This is an optimization exercise on Yosys and OpenROAD, whose aim is small area and few clock cycles per item, not a production implementation. In this exercise RTL edits were held to simulation tests only and were not proved equivalent to the original.

==> inputs of 09-19 <==
==> flow/design.v <==
`timescale 1ns / 1ps
module csa32(
    input [31:0] x, y, z,
    input cin,
    output [31:0] s, c
    );
    assign s = x ^ y ^ z;
    assign c = {(x[30:0] & y[30:0]) | (x[30:0] & z[30:0]) | (y[30:0] & z[30:0]), cin};
endmodule
module bsig0(input [31:0] x, output [31:0] y);
    assign y = {x[1:0], x[31:2]} ^ {x[12:0], x[31:13]} ^ {x[21:0], x[31:22]};
endmodule
module bsig1(input [31:0] x, output [31:0] y);
    assign y = {x[5:0], x[31:6]} ^ {x[10:0], x[31:11]} ^ {x[24:0], x[31:25]};
endmodule
module eround(
    input [31:0] p, e, f, g,
    output [31:0] y
    );
    wire [31:0] s1, ch, s, c;
    bsig1 u_s1(.x(e), .y(s1));
    assign ch = (e & f) | (~e & g);
    csa32 u_c(.x(p), .y(ch), .z(s1), .cin(1'b0), .s(s), .c(c));
    assign y = s + c;
endmodule
module around(
    input [31:0] t, a, b, c,
    output [31:0] y
    );
    wire [31:0] s0, mj, s, cy;
    bsig0 u_s0(.x(a), .y(s0));
    assign mj = (a & b) | (a & c) | (b & c);
    csa32 u_c(.x(t), .y(mj), .z(s0), .cin(1'b0), .s(s), .c(cy));
    assign y = s + cy;
endmodule
module around0(
    input [31:0] e, d, a, b, c,
    output [31:0] y
    );
    wire [31:0] s0, mj, s1, c1, s2, c2;
    bsig0 u_s0(.x(a), .y(s0));
    assign mj = (a & b) | (a & c) | (b & c);
    csa32 u_c1(.x(e), .y(~d), .z(mj), .cin(1'b1), .s(s1), .c(c1));
    csa32 u_c2(.x(s1), .y(c1), .z(s0), .cin(1'b0), .s(s2), .c(c2));
    assign y = s2 + c2;
endmodule
module compression(
    input [31:0] ain, bin, cin, din, ein, fin, gin,
    input [31:0] dd, d2,
    input pro,
    input [31:0] x, y, z,
    output [31:0] a1, a2, e2, e3
    );
    wire [31:0] t1;
    around0 u_a1(.e(ein), .d(din), .a(ain), .b(bin), .c(cin), .y(a1));
    eround  u_e2(.p(dd), .e(ein), .f(fin), .g(gin), .y(e2));
    wire [31:0] s1e, che, t1s, t1c, t2s, t2c;
    bsig1 u_s1e(.x(ein), .y(s1e));
    assign che = (ein & fin) | (~ein & gin);
    csa32 u_t1a(.x(dd), .y(che), .z(s1e), .cin(1'b0), .s(t1s), .c(t1c));
    csa32 u_t1b(.x(t1s), .y(t1c), .z(~cin), .cin(1'b1), .s(t2s), .c(t2c));
    assign t1 = t2s + t2c;
    around  u_a2(.t(t1), .a(a1), .b(ain), .c(bin), .y(a2));
    wire [31:0] ex = pro ? x : e2;
    wire [31:0] ey = pro ? y : ein;
    wire [31:0] ez = pro ? z : fin;
    eround  u_e3(.p(d2), .e(ex), .f(ey), .g(ez), .y(e3));
endmodule
module add32_bk(
    input [31:0] x, y,
    output [31:0] s
    );
    wire [31:0] g0 = x & y, p0 = x ^ y;
    reg [31:0] G, P;
    integer l, i;
    always @(*)
        begin
            G = g0; P = p0;
            for (l = 0; l < 5; l = l + 1)
                for (i = 0; i < 32; i = i + 1)
                    if ((i % (2 << l)) == (2 << l) - 1)
                        begin
                            G[i] = G[i] | (P[i] & G[i - (1 << l)]);
                            P[i] = P[i] & P[i - (1 << l)];
                        end
            for (l = 3; l >= 0; l = l - 1)
                for (i = 0; i < 32; i = i + 1)
                    if ((i % (2 << l)) == (1 << l) - 1 && i >= (2 << l))
                        begin
                            G[i] = G[i] | (P[i] & G[i - (1 << l)]);
                            P[i] = P[i] & P[i - (1 << l)];
                        end
        end
    assign s = p0 ^ {G[30:0], 1'b0};
endmodule
`timescale 1ns / 1ps
module sigma0(
    input [31:0] X,
    output [31:0] Y
    );
    assign Y = {X[6:0], X[31:7]} ^ {X[17:0], X[31:18]} ^ {3'b000, X[31:3]};
endmodule
module sigma1(
    input [31:0] X,
    output [31:0] Y
    );
    assign Y = {X[16:0], X[31:17]} ^ {X[18:0], X[31:19]} ^ {10'b0000000000, X[31:10]};
endmodule
module expander(
    input [31:0] Wm16, Wm15, Wm7, Wm2,
    output [31:0] Wnext
    );
    wire [31:0] sigmaL0Out, sigmaL1Out, s1, c1, s2, c2;
    sigma0 s0(.X(Wm15), .Y(sigmaL0Out));
    sigma1 s1m(.X(Wm2), .Y(sigmaL1Out));
    csa32 ca(.x(sigmaL1Out), .y(Wm7), .z(Wm16), .cin(1'b0), .s(s1), .c(c1));
    csa32 cb(.x(s1), .y(c1), .z(sigmaL0Out), .cin(1'b0), .s(s2), .c(c2));
    add32_bk u_add(.x(s2), .y(c2), .s(Wnext));
endmodule
`timescale 1ns / 1ps
module sha256_core(
    input clk, rst_n,
    input start,                
    input init,                 
    input [511:0] block,        
    output ready,
    output reg done,
    output [255:0] hash
    );
    localparam
        H01 = 32'h6A09E667,
        H02 = 32'hBB67AE85,
        H03 = 32'h3C6EF372,
        H04 = 32'hA54FF53A,
        H05 = 32'h510E527F,
        H06 = 32'h9B05688C,
        H07 = 32'h1F83D9AB,
        H08 = 32'h5BE0CD19,
        K00 = 32'h428a2f98,
        K01 = 32'h71374491,
        C0  = 32'h43baf1eb;    
    reg [31:0] a, b, c, d, e, f, g;
    reg [31:0] dd;
    reg [31:0] hx, hy, hu, hv, gx, gy, gu, gv;
    reg [31:0] W [0:15];
    reg [4:0] cnt;
    reg busy;
    reg idle;                   
    reg hvalid;                 
    reg [31:0] KA, KB;          
    assign ready = ~busy;
    wire accept = start & ~busy;
    wire last = busy & (cnt == 5'd31);
    wire init_eff = init | ~hvalid;
    always @(*)
        case (cnt)
        5'd0: KA = 32'hb5c0fbcf;
        5'd1: KA = 32'h3956c25b;
        5'd2: KA = 32'h923f82a4;
        5'd3: KA = 32'hd807aa98;
        5'd4: KA = 32'h243185be;
        5'd5: KA = 32'h72be5d74;
        5'd6: KA = 32'h9bdc06a7;
        5'd7: KA = 32'he49b69c1;
        5'd8: KA = 32'h0fc19dc6;
        5'd9: KA = 32'h2de92c6f;
        5'd10: KA = 32'h5cb0a9dc;
        5'd11: KA = 32'h983e5152;
        5'd12: KA = 32'hb00327c8;
        5'd13: KA = 32'hc6e00bf3;
        5'd14: KA = 32'h06ca6351;
        5'd15: KA = 32'h27b70a85;
        5'd16: KA = 32'h4d2c6dfc;
        5'd17: KA = 32'h650a7354;
        5'd18: KA = 32'h81c2c92e;
        5'd19: KA = 32'ha2bfe8a1;
        5'd20: KA = 32'hc24b8b70;
        5'd21: KA = 32'hd192e819;
        5'd22: KA = 32'hf40e3585;
        5'd23: KA = 32'h19a4c116;
        5'd24: KA = 32'h2748774c;
        5'd25: KA = 32'h391c0cb3;
        5'd26: KA = 32'h5b9cca4f;
        5'd27: KA = 32'h748f82ee;
        5'd28: KA = 32'h84c87814;
        5'd29: KA = 32'h90befffa;
        5'd30: KA = 32'hbef9a3f7;
        default: KA = 32'hbef9a3f7;
        endcase
    always @(*)
        case (cnt)
        5'd0: KB = 32'he9b5dba5;
        5'd1: KB = 32'h59f111f1;
        5'd2: KB = 32'hab1c5ed5;
        5'd3: KB = 32'h12835b01;
        5'd4: KB = 32'h550c7dc3;
        5'd5: KB = 32'h80deb1fe;
        5'd6: KB = 32'hc19bf174;
        5'd7: KB = 32'hefbe4786;
        5'd8: KB = 32'h240ca1cc;
        5'd9: KB = 32'h4a7484aa;
        5'd10: KB = 32'h76f988da;
        5'd11: KB = 32'ha831c66d;
        5'd12: KB = 32'hbf597fc7;
        5'd13: KB = 32'hd5a79147;
        5'd14: KB = 32'h14292967;
        5'd15: KB = 32'h2e1b2138;
        5'd16: KB = 32'h53380d13;
        5'd17: KB = 32'h766a0abb;
        5'd18: KB = 32'h92722c85;
        5'd19: KB = 32'ha81a664b;
        5'd20: KB = 32'hc76c51a3;
        5'd21: KB = 32'hd6990624;
        5'd22: KB = 32'h106aa070;
        5'd23: KB = 32'h1e376c08;
        5'd24: KB = 32'h34b0bcb5;
        5'd25: KB = 32'h4ed8aa4a;
        5'd26: KB = 32'h682e6ff3;
        5'd27: KB = 32'h78a5636f;
        5'd28: KB = 32'h8cc70208;
        5'd29: KB = 32'ha4506ceb;
        5'd30: KB = 32'hc67178f2;
        default: KB = 32'hc67178f2;
        endcase
    wire [31:0] fa0, fa1, fe0, fe1;
    add32_bk u_fa0(.x(hx), .y(a), .s(fa0));
    add32_bk u_fa1(.x(hy), .y(b), .s(fa1));
    add32_bk u_fe0(.x(gx), .y(f), .s(fe0));
    add32_bk u_fe1(.x(gy), .y(g), .s(fe1));
    assign hash = {fa0, fa1, hu, hv, fe0, fe1, gu, gv};
    wire [31:0] n0 = init_eff ? H01 : fa0;
    wire [31:0] n1 = init_eff ? H02 : fa1;
    wire [31:0] n2 = init_eff ? H03 : hu;
    wire [31:0] n3 = init_eff ? H04 : hv;
    wire [31:0] n4 = init_eff ? H05 : fe0;
    wire [31:0] n5 = init_eff ? H06 : fe1;
    wire [31:0] n6 = init_eff ? H07 : gu;
    wire [31:0] Wd0 = idle ? block[511:480] : W[2];
    wire [31:0] Wd1 = busy ? W[3] : block[479:448];
    wire [31:0] l1s, l1c, m1s, m1c, l2s, l2c, d2;
    csa32 c_d2a(.x(idle ? hv : b), .y(idle ? gv : g), .z(idle ? K00 : KA), .cin(1'b0), .s(l1s), .c(l1c));
    assign m1s = (idle & init_eff) ? C0 : l1s;
    assign m1c = (idle & init_eff) ? 32'd0 : l1c;
    csa32 c_d2b(.x(m1s), .y(m1c), .z(Wd0), .cin(1'b0), .s(l2s), .c(l2c));
    assign d2 = l2s + l2c;
    wire [31:0] q1s, q1c, q2s, q2c, dd_n;
    csa32 c_pa(.x(busy ? f : n6), .y(busy ? KB : K01), .z(Wd1), .cin(1'b0), .s(q1s), .c(q1c));
    csa32 c_pb(.x(q1s), .y(q1c), .z(busy ? a : n2), .cin(1'b0), .s(q2s), .c(q2c));
    add32_bk u_dd(.x(q2s), .y(q2c), .s(dd_n));
    wire [31:0] a1, a2, e2, e3;
    compression u_compression(
        .ain(a), .bin(b), .cin(c), .din(d), .ein(e), .fin(f), .gin(g),
        .dd(dd), .d2(d2),
        .pro(~busy), .x(n4), .y(n5), .z(n6),
        .a1(a1), .a2(a2), .e2(e2), .e3(e3)
        );
    wire [31:0] Wn0, Wn1;
    expander u_exp0(.Wm16(W[0]), .Wm15(W[1]), .Wm7(W[9]), .Wm2(W[14]), .Wnext(Wn0));
    expander u_exp1(.Wm16(W[1]), .Wm15(W[2]), .Wm7(W[10]), .Wm2(W[15]), .Wnext(Wn1));
    integer i;
    reg [31:0] Wn [2:15];     
    always @(*)
        begin
            for (i = 2; i < 14; i = i + 1)
                Wn[i] = W[i+2];
            Wn[14] = Wn0;
            Wn[15] = Wn1;
        end
    always @(posedge clk)
        begin
            if (~rst_n)
                begin
                    cnt <= 0;
                    busy <= 0;
                    idle <= 1;
                    done <= 0;
                    hvalid <= 0;
                end
            else
                begin
                    done <= last;
                    if (accept)
                        begin
                            busy <= 1;
                            idle <= 0;
                            hvalid <= 1;
                        end
                    else if (last)
                        begin
                            busy <= 0;
                            idle <= 1;
                        end
                    if (accept)
                        cnt <= 0;
                    else
                        cnt <= cnt + 1'b1;
                end
        end
    always @(posedge clk)
        begin
            W[0] <= Wd0;
            W[1] <= Wd1;
            for (i = 2; i < 16; i = i + 1)
                W[i] <= busy ? Wn[i] : block[511-32*i -: 32];
            e <= e3;
            dd <= dd_n;
            if (accept)
                begin
                    a <= n0; b <= n1; c <= n2; d <= n3;
                    f <= n4; g <= n5;
                end
            else
                begin
                    c <= a; d <= b;
                    if (busy)
                        begin
                            a <= a2; b <= a1; f <= e2; g <= e;
                        end
                end
            if (accept && init_eff)
                begin
                    hx <= H03; hy <= H04; hu <= H01; hv <= H02;
                    gx <= H07; gy <= H08; gu <= H05; gv <= H06;
                end
            else if (accept || last)
                begin
                    hx <= hu; hy <= hv; hu <= fa0; hv <= fa1;
                    gx <= gu; gy <= gv; gu <= fe0; gv <= fe1;
                end
        end
endmodule
==> flow/run.sh <==
#!/bin/bash
# synth_recipe.tcl (not shown) runs the flow's synth.tcl, then flattens the netlist and writes it again
# the make line also repeats each setting of config.mk as NAME=value (left out here)
make -C /OpenROAD-flow-scripts/flow DESIGN_CONFIG=/design/flow/config.mk WORK_HOME=/design/flow/orfs CLKGATE_MAP_FILE= SYNTH_SCRIPT=/design/flow/synth_recipe.tcl finish
==> flow/config.mk <==
export PLATFORM = sky130hd
export DESIGN_NAME = sha256_core
export DESIGN_NICKNAME = sha256_core
export VERILOG_FILES = /design/flow/design.v
export SDC_FILE = /design/flow/constraint.sdc
export NUM_CORES = 4
export LEC_CHECK = 0
export CAP_MARGIN = 20
export CORE_MARGIN = 2
export CORE_UTILIZATION = 40
export CTS_BUF_LIST = sky130_fd_sc_hd__clkbuf_4 sky130_fd_sc_hd__clkbuf_8
export PLACE_DENSITY = 0.6
export SLEW_MARGIN = 20
==> flow/constraint.sdc <==
create_clock -name core_clock -period 8.0 [get_ports {clk}]
set_input_delay 1.6000 -clock core_clock [delete_from_list [all_inputs] [get_ports {clk}]]
set_output_delay 1.6000 -clock core_clock [all_outputs]
set_load 0.01 [all_outputs]
==> inputs of 11-25, as changes to 09-19 <==
==> flow/design.v, changed modules only <==
module compression(
    input [31:0] ain, bin, cin, ein, fin, gin, tt,
    input [31:0] dd, d2, p2,
    input pro,
    input [31:0] x, y, z,
    output [31:0] a1, a2, e2, e3, t3
    );
    wire [31:0] t1;
    around  u_a1(.t(tt), .a(ain), .b(bin), .c(cin), .y(a1));
    eround  u_e2(.p(dd), .e(ein), .f(fin), .g(gin), .y(e2));
    wire [31:0] s1e, che, t1s, t1c, t2s, t2c;
    bsig1 u_s1e(.x(ein), .y(s1e));
    assign che = (ein & fin) | (~ein & gin);
    csa32 u_t1a(.x(dd), .y(che), .z(s1e), .cin(1'b0), .s(t1s), .c(t1c));
    csa32 u_t1b(.x(t1s), .y(t1c), .z(~cin), .cin(1'b1), .s(t2s), .c(t2c));
    assign t1 = t2s + t2c;
    around  u_a2(.t(t1), .a(a1), .b(ain), .c(bin), .y(a2));
    wire [31:0] ex = pro ? x : e2;
    wire [31:0] ey = pro ? y : ein;
    wire [31:0] ez = pro ? z : fin;
    eround  u_e3(.p(d2), .e(ex), .f(ey), .g(ez), .y(e3));
    eround  u_t3(.p(p2), .e(ex), .f(ey), .g(ez), .y(t3));
endmodule
module sha256_core(
    input clk, rst_n,
    input start,                
    input init,                 
    input [511:0] block,        
    output ready,
    output reg done,
    output [255:0] hash
    );
    localparam
        H01 = 32'h6A09E667,
        H02 = 32'hBB67AE85,
        H03 = 32'h3C6EF372,
        H04 = 32'hA54FF53A,
        H05 = 32'h510E527F,
        H06 = 32'h9B05688C,
        H07 = 32'h1F83D9AB,
        H08 = 32'h5BE0CD19,
        K00 = 32'h428a2f98,
        K01 = 32'h71374491;
    reg [31:0] a, b, c, e, f, g;
    reg [31:0] dd;
    reg [31:0] tt;              
    reg [31:0] hx, hy, hu, hv, gx, gy, gu, gv;
    reg [31:0] W [0:15];
    reg [4:0] cnt;
    reg busy;
    reg idle;                   
    reg hvalid;                 
    reg [31:0] KA, KB;          
    assign ready = ~busy;
    wire accept = start & ~busy;
    wire last = busy & (cnt == 5'd31);
    wire init_eff = init | ~hvalid;
    always @(*)
        case (cnt)
        5'd0: KA = 32'hb5c0fbcf;
        5'd1: KA = 32'h3956c25b;
        5'd2: KA = 32'h923f82a4;
        5'd3: KA = 32'hd807aa98;
        5'd4: KA = 32'h243185be;
        5'd5: KA = 32'h72be5d74;
        5'd6: KA = 32'h9bdc06a7;
        5'd7: KA = 32'he49b69c1;
        5'd8: KA = 32'h0fc19dc6;
        5'd9: KA = 32'h2de92c6f;
        5'd10: KA = 32'h5cb0a9dc;
        5'd11: KA = 32'h983e5152;
        5'd12: KA = 32'hb00327c8;
        5'd13: KA = 32'hc6e00bf3;
        5'd14: KA = 32'h06ca6351;
        5'd15: KA = 32'h27b70a85;
        5'd16: KA = 32'h4d2c6dfc;
        5'd17: KA = 32'h650a7354;
        5'd18: KA = 32'h81c2c92e;
        5'd19: KA = 32'ha2bfe8a1;
        5'd20: KA = 32'hc24b8b70;
        5'd21: KA = 32'hd192e819;
        5'd22: KA = 32'hf40e3585;
        5'd23: KA = 32'h19a4c116;
        5'd24: KA = 32'h2748774c;
        5'd25: KA = 32'h391c0cb3;
        5'd26: KA = 32'h5b9cca4f;
        5'd27: KA = 32'h748f82ee;
        5'd28: KA = 32'h84c87814;
        5'd29: KA = 32'h90befffa;
        5'd30: KA = 32'hbef9a3f7;
        default: KA = 32'hbef9a3f7;
        endcase
    always @(*)
        case (cnt)
        5'd0: KB = 32'he9b5dba5;
        5'd1: KB = 32'h59f111f1;
        5'd2: KB = 32'hab1c5ed5;
        5'd3: KB = 32'h12835b01;
        5'd4: KB = 32'h550c7dc3;
        5'd5: KB = 32'h80deb1fe;
        5'd6: KB = 32'hc19bf174;
        5'd7: KB = 32'hefbe4786;
        5'd8: KB = 32'h240ca1cc;
        5'd9: KB = 32'h4a7484aa;
        5'd10: KB = 32'h76f988da;
        5'd11: KB = 32'ha831c66d;
        5'd12: KB = 32'hbf597fc7;
        5'd13: KB = 32'hd5a79147;
        5'd14: KB = 32'h14292967;
        5'd15: KB = 32'h2e1b2138;
        5'd16: KB = 32'h53380d13;
        5'd17: KB = 32'h766a0abb;
        5'd18: KB = 32'h92722c85;
        5'd19: KB = 32'ha81a664b;
        5'd20: KB = 32'hc76c51a3;
        5'd21: KB = 32'hd6990624;
        5'd22: KB = 32'h106aa070;
        5'd23: KB = 32'h1e376c08;
        5'd24: KB = 32'h34b0bcb5;
        5'd25: KB = 32'h4ed8aa4a;
        5'd26: KB = 32'h682e6ff3;
        5'd27: KB = 32'h78a5636f;
        5'd28: KB = 32'h8cc70208;
        5'd29: KB = 32'ha4506ceb;
        5'd30: KB = 32'hc67178f2;
        default: KB = 32'hc67178f2;
        endcase
    wire [31:0] fa0, fa1, fe0, fe1;
    add32_bk u_fa0(.x(hx), .y(a), .s(fa0));
    add32_bk u_fa1(.x(hy), .y(b), .s(fa1));
    add32_bk u_fe0(.x(gx), .y(f), .s(fe0));
    add32_bk u_fe1(.x(gy), .y(g), .s(fe1));
    assign hash = {fa0, fa1, hu, hv, fe0, fe1, gu, gv};
    wire [31:0] n0 = init_eff ? H01 : fa0;
    wire [31:0] n1 = init_eff ? H02 : fa1;
    wire [31:0] n2 = init_eff ? H03 : hu;
    wire [31:0] n3 = init_eff ? H04 : hv;
    wire [31:0] n4 = init_eff ? H05 : fe0;
    wire [31:0] n5 = init_eff ? H06 : fe1;
    wire [31:0] n6 = init_eff ? H07 : gu;
    wire [31:0] n7 = init_eff ? H08 : gv;
    wire [31:0] Wd0 = idle ? block[511:480] : W[2];
    wire [31:0] Wd1 = busy ? W[3] : block[479:448];
    wire [31:0] l1s, l1c, l2s, l2c, p2, d2;
    csa32 c_d2a(.x(idle ? n7 : g), .y(idle ? K00 : KA), .z(Wd0), .cin(1'b0), .s(l1s), .c(l1c));
    csa32 c_d2b(.x(l1s), .y(l1c), .z(idle ? n3 : b), .cin(1'b0), .s(l2s), .c(l2c));
    assign p2 = l1s + l1c;
    assign d2 = l2s + l2c;
    wire [31:0] q1s, q1c, q2s, q2c, dd_n;
    csa32 c_pa(.x(busy ? f : n6), .y(busy ? KB : K01), .z(Wd1), .cin(1'b0), .s(q1s), .c(q1c));
    csa32 c_pb(.x(q1s), .y(q1c), .z(busy ? a : n2), .cin(1'b0), .s(q2s), .c(q2c));
    add32_bk u_dd(.x(q2s), .y(q2c), .s(dd_n));
    wire [31:0] a1, a2, e2, e3, t3;
    compression u_compression(
        .ain(a), .bin(b), .cin(c), .ein(e), .fin(f), .gin(g), .tt(tt),
        .dd(dd), .d2(d2), .p2(p2),
        .pro(~busy), .x(n4), .y(n5), .z(n6),
        .a1(a1), .a2(a2), .e2(e2), .e3(e3), .t3(t3)
        );
    wire [31:0] Wn0, Wn1;
    expander u_exp0(.Wm16(W[0]), .Wm15(W[1]), .Wm7(W[9]), .Wm2(W[14]), .Wnext(Wn0));
    expander u_exp1(.Wm16(W[1]), .Wm15(W[2]), .Wm7(W[10]), .Wm2(W[15]), .Wnext(Wn1));
    integer i;
    reg [31:0] Wn [2:15];     
    always @(*)
        begin
            for (i = 2; i < 14; i = i + 1)
                Wn[i] = W[i+2];
            Wn[14] = Wn0;
            Wn[15] = Wn1;
        end
    always @(posedge clk)
        begin
            if (~rst_n)
                begin
                    cnt <= 0;
                    busy <= 0;
                    idle <= 1;
                    done <= 0;
                    hvalid <= 0;
                end
            else
                begin
                    done <= last;
                    if (accept)
                        begin
                            busy <= 1;
                            idle <= 0;
                            hvalid <= 1;
                        end
                    else if (last)
                        begin
                            busy <= 0;
                            idle <= 1;
                        end
                    if (accept)
                        cnt <= 0;
                    else
                        cnt <= cnt + 1'b1;
                end
        end
    always @(posedge clk)
        begin
            W[0] <= Wd0;
            W[1] <= Wd1;
            for (i = 2; i < 16; i = i + 1)
                W[i] <= busy ? Wn[i] : block[511-32*i -: 32];
            e <= e3;
            tt <= t3;
            dd <= dd_n;
            if (accept)
                begin
                    a <= n0; b <= n1; c <= n2;
                    f <= n4; g <= n5;
                end
            else
                begin
                    c <= a;
                    if (busy)
                        begin
                            a <= a2; b <= a1; f <= e2; g <= e;
                        end
                end
            if (accept && init_eff)
                begin
                    hx <= H03; hy <= H04; hu <= H01; hv <= H02;
                    gx <= H07; gy <= H08; gu <= H05; gv <= H06;
                end
            else if (accept || last)
                begin
                    hx <= hu; hy <= hv; hu <= fa0; hv <= fa1;
                    gx <= gu; gy <= gv; gu <= fe0; gv <= fe1;
                end
        end
endmodule
// module around0 removed
==> flow/flow/run.sh (new file) <==
#!/bin/bash
# The standard layout (standard.sh) with two placement changes:
#  - plain buf_1 cells as the port buffers instead of the delay buffers
#    buffer_ports picks by default;
#  - timing-driven global placement keeps its net weights but not the buffers
#    its trial repair_design runs insert (GPL_KEEP_OVERFLOW=0); the regular
#    repair steps after placement still run.
set -euo pipefail
bash standard.sh "BUFFER_PORTS_ARGS=-buffer_cell sky130_fd_sc_hd__buf_1" GPL_KEEP_OVERFLOW=0 finish > flow_make.log 2>&1
==> flow/standard.sh (new file) <==
#!/bin/bash
# synth_recipe.tcl (not shown) runs the flow's synth.tcl, then flattens the netlist and writes it again
# the make line also repeats each setting of config.mk as NAME=value (left out here)
make -C /OpenROAD-flow-scripts/flow DESIGN_CONFIG=/design/flow/config.mk WORK_HOME=/design/flow/orfs CLKGATE_MAP_FILE= SYNTH_SCRIPT=/design/flow/synth_recipe.tcl "${@:-finish}"
- SETUP_SLACK_MARGIN: default -> 0.15
removed: flow/run.sh
==> summary of the runs <==
- Between 09-19 and 11-25, the lower area after synthesis is in 09-19 (gap about 3%, measured against 11-25).
- In sequential cell count, 11-25 and 09-19 do not differ.
- In 09-19 the hold slack is higher than in 11-25, by 0.024 ns.
- 09-19 produced a layout that fails on negative setup slack. 11-25 completed without violations.
- In 11-25 the clock skew is higher than in 09-19, by 0.015 ns.
Testbench counts of 09-19, summed over its fixed seeds: cycles 7,689, blocks 233.
Testbench counts of 11-25, summed over its fixed seeds: cycles 7,689, blocks 233.

[afterwards: timing with drivers on the ports]
How much do the figures lean on ideal ports? The routed layouts below were timed once more, with nothing changed but the port constraints.
Step 1 (the two cells are an assumption about what drives the block):
set clk [get_ports {clk}]
set_driving_cell -lib_cell sky130_fd_sc_hd__clkbuf_16 $clk
set_driving_cell -lib_cell sky130_fd_sc_hd__buf_2 [delete_from_list [all_inputs] $clk]
Step 2 moves the port delays by t, midway between the first and last clock arrival at a register: inputs arrive t later, outputs are due t later. That takes back most of the time a late clock gives input paths.
Slacks: no drivers / after step 1 / after step 2; pairs: no drivers / after step 1.
| run | t (ns) | slack for setup (ns) | slew at the worst register clock pin (ns) |
|---|---|---|---|
| 09-19 | 1.078 | 0.000 / 0.000 / -0.607 | 0.07 / 0.07 |
| 11-25 | 1.107 | 0.149 / 0.149 / -0.686 | 0.08 / 0.08 |
The setup slack of 11-25, which loses most, moves by 0.000 ns with the drivers and by -0.835 ns with both steps.
